This is an optimization exercise on Yosys and OpenROAD, whose aim is small area, a short achievable clock period and few clock cycles, not a production implementation.
Function was checked by simulation only, so behaviour that the tests miss may differ from the original.
Power is estimated from default activity; no workload was simulated.

Design cpu, start of the top module:
module cpu(
    input clk,
    input rst,  
    output [9:0] imem_addr,    
    input [31:0] imem_rdata,   
    output [11:0] dmem_addr,   
    output [31:0] dmem_wdata,  
    output [3:0] dmem_wmask,   
    output dmem_we,            
    input [31:0] dmem_rdata,   
    output reg is_halted
);
export LEC_CHECK = 0
export ABC_AREA = 1
export CAP_MARGIN = 20
export CORE_MARGIN = 2
export CORE_UTILIZATION = 60
export CTS_CLUSTER_DIAMETER = 180
export CTS_CLUSTER_SIZE = 20
export SLEW_MARGIN = 20
create_clock -name core_clock -period 110.0 [get_ports {clk}]
standard.sh (not shown) runs the stock make flow with config.mk's settings and CLKGATE_MAP_FILE= SYNTH_SCRIPT=/design/flow/synth_recipe.tcl, a recipe that flattens the netlist after the stock synthesis.
==> flow/flow/run.sh <==
#!/bin/bash
# The standard layout with two changes:
#  - synthesis maps the logic with an area-oriented ABC script (flow/abc.script)
#    in place of ORFS's; everything else in synthesis is the standard flow's own script
#    (synth_recipe.tcl), so the registers are the standard synthesis's;
#  - the input and output ports get buf_4 buffers.
set -euo pipefail
W=$PWD
F=$W/flow
# synth_recipe.tcl, with yosys's abc command wrapped to use flow/abc.script
# and no delay target
{
  cat <<TCL
proc abc {args} {
  set i [lsearch -exact \$args -script]
  if {\$i >= 0} { set args [lreplace \$args \$i [expr {\$i + 1}] -script $F/abc.script] }
  set i [lsearch -exact \$args -D]
  if {\$i >= 0} { set args [lreplace \$args \$i [expr {\$i + 1}]] }
  yosys abc {*}\$args
}
TCL
  cat "$W/synth_recipe.tcl"
} > "$W/flow_synth.tcl"
export BUFFER_PORTS_ARGS="-buffer_cell sky130_fd_sc_hd__buf_4"
bash "$W/standard.sh" SYNTH_SCRIPT="$W/flow_synth.tcl" finish > "$W/standard.log" 2>&1
==> flow/flow/abc.script <==
strash
&get -n
&dch
&nf -p -R 1000
&put
topo
stime -c
upsize -c
dnsize -c
The baseline went through all stages and came out clean.
Testbench counts at the start, summed over its fixed seeds: cycles 56,928.
Edit:
Settings changed: CORE_UTILIZATION 60 to 45.
After rerunning: Global-route usage fell by 11 points; count of clock-buffer cells in the layout fell by 2; register-to-register slack degrades by 0.12 ns; total power is lower by 0.77%; cell count climbs by 5.7%; wire length goes up by 3.6%; sequential power hardly moves; cell area goes up by 0.66%; area after synthesis stays the same; clock skew came out lower by 0.013 ns; utilization is lower by 17 points.

========
## 11-11
Another version of the RTL of cpu (not shown whole).
Size in the first run: ~4600 cells after synthesis, roughly 660 flip-flops, roughly 130 I/O pins, about 0.043 mm2 of cells after synthesis.
export LEC_CHECK = 0
export ABC_AREA = 1
export CAP_MARGIN = 20
export CORE_MARGIN = 2
export CORE_UTILIZATION = 45
export SLEW_MARGIN = 20
create_clock -name core_clock -period 110.0 [get_ports {clk}]
==> flow/flow/abc.script <==
strash
&get -n
&dch
&nf -p -R 1000
&put
topo
stime -c
buffer -c
upsize -c
dnsize -c
Scripts as last shown in full above: flow/flow/run.sh
Testbench counts of 11-11, summed over its fixed seeds: cycles 56,928.
Input-level comparison between 03-08 and 11-11:
-- flow/flow/abc.script --
<<< 11-11, line 7
stime -c
buffer -c
upsize -c
>>> 03-08, line 7
stime -c
upsize -c
Findings:
For maximum frequency, 11-11 and 03-08 come out practically identical.
Taking 11-11 as the reference, in 03-08 power dissipated in the clock network down about 5%, global-route wire length before repair down about 8%, final instance area down 0.76%, final cell count down 0.67%, wire length down about 10%.
Summary: area of the mapped netlist, 03-08 better than 11-11
03-08 vs 11-11 on total met2 wirelength after detailed routing: 03-08 is the lower one.
Total power, 03-08 and 11-11, higher one = 11-11.
The worst-case clock skew of 11-11 and that of 03-08 are within noise of each other.

========
## run A
cpu, a different RTL version from the one above (not shown whole).
Size: roughly 660 flip-flops, about 130 I/O pins, about 41,000 um^2 of cells after synthesis.
==> flow/config.mk <==
export PLATFORM = sky130hd
export DESIGN_NAME = cpu
export DESIGN_NICKNAME = cpu
export VERILOG_FILES = /design/flow/design.v
export SDC_FILE = /design/flow/constraint.sdc
export NUM_CORES = 4
export LEC_CHECK = 0
export ABC_AREA = 1
export CAP_MARGIN = 10
export CORE_MARGIN = 2
export CORE_UTILIZATION = 45
export CTS_CLUSTER_DIAMETER = 180
export CTS_CLUSTER_SIZE = 20
export SLEW_MARGIN = 10
==> flow/constraint.sdc <==
create_clock -name core_clock -period 110.0 [get_ports {clk}]
set_input_delay 22.0000 -clock core_clock [delete_from_list [all_inputs] [get_ports {clk}]]
set_output_delay 22.0000 -clock core_clock [all_outputs]
set_load 0.01 [all_outputs]
==> flow/flow/abc.script <==
strash
&get -n
&dch
&nf -p -R 1000
&put
topo
stime -c
upsize -c
dnsize -c
Scripts as last shown in full above: flow/flow/run.sh
Testbench counts of run A, summed over its fixed seeds: cycles 55,872.
## Diff of input files: run Z against run A
- swapping 10 for 20 in SLEW_MARGIN
- swapping 10 for 20 in CAP_MARGIN
## What came out
- Run Z: flow completed, timing, DRC and antenna clean
- Run A: flow completed, timing, DRC and antenna clean
- Taking run A as the reference point, the post-layout minimum cycle time of run Z rises by 63 ps.
- Any difference in core utilization between run Z and run A is small enough to ignore.
- Area growth from synthesis to layout of run A is on par with run Z.
- Via count: run Z vs run A, no meaningful difference

========
== main ==
cpu, a different RTL version from the one above (not shown whole).
Size in the first run: ~5500 cells after synthesis, roughly 0.045 mm² of cells after synthesis.
make LEC_CHECK=0 ABC_AREA=1 CAP_MARGIN=20 CORE_MARGIN=2 CORE_UTILIZATION=45 CTS_BUF_LIST='sky130_fd_sc_hd__clkbuf_4 sky130_fd_sc_hd__clkbuf_8' SLEW_MARGIN=20 finish   # period 110.0 ns
run.sh (not shown) runs the stock make flow with config.mk's settings and CLKGATE_MAP_FILE= SYNTH_SCRIPT=/design/flow/synth_recipe.tcl, a recipe that flattens the netlist after the stock synthesis.
Stock flow here: none of the scripts above is used.
main reached the end of the flow, and the finished layout is clean on the timing, DRC and antenna checks.
Testbench counts of main, summed over its fixed seeds: cycles 59,218.
Edits applied to the flow inputs when going from main to the feature branch:
diff --git a/flow/config.mk b/flow/config.mk
--- a/flow/config.mk
+++ b/flow/config.mk
@@ -11,3 +11,2 @@
 export CORE_UTILIZATION = 45
-export CTS_BUF_LIST = sky130_fd_sc_hd__clkbuf_4 sky130_fd_sc_hd__clkbuf_8
 export SLEW_MARGIN = 20
Findings:
- The feature branch: PASS, flow complete, no timing, DRC or antenna violations
- Diff main and the feature branch: max-slew headroom at the worst pin higher in the feature branch
- The feature branch vs. main: count of cells resized by post-cts repair has remained practically unchanged, power density over the cells has increased.

-- static timing again, ports no longer ideal --
How much do the figures lean on ideal ports? The routed layouts below were timed once more, with nothing changed but the port constraints. Step 1: set_driving_cell puts a clkbuf_16 on clk and a buf_2 on each other input, an assumption about the parent block. Step 2 moves the port delays by t, midway between the first and last clock arrival at a register: inputs arrive t later, outputs are due t later. That takes back most of the time a late clock gives input paths. Slacks: ideal ports / drivers / drivers and shift; pairs: ideal ports / drivers.
run | t (ns) | slack for setup (ns) | worst hold slack (ns)
the first run of note 1 | 0.683 | 86.438 / 86.371 / 86.048 | 0.491 / 0.491 / 0.491
the second run of note 1 | 0.685 | 86.427 / 86.359 / 86.012 | 0.502 / 0.502 / 0.502
11-11 | 0.746 | 86.397 / 86.321 / 86.002 | 0.474 / 0.474 / 0.474
03-08 | 0.724 | 86.432 / 86.482 / 85.758 | 0.470 / 0.470 / 0.470
run A | 0.689 | 86.122 / 86.180 / 85.491 | 0.503 / 0.503 / 0.503
run Z | 0.683 | 86.059 / 86.115 / 85.432 | 0.504 / 0.504 / 0.504
main | 0.881 | 85.761 / 85.687 / 86.147 | 0.508 / 0.508 / 0.508
the feature branch | 0.744 | 85.900 / 85.820 / 86.153 | 0.502 / 0.502 / 0.502
After both steps setup and hold are still met in every run listed. The setup slack of 03-08, which loses most, moves by +0.050 ns with the drivers and by -0.674 ns with both steps.
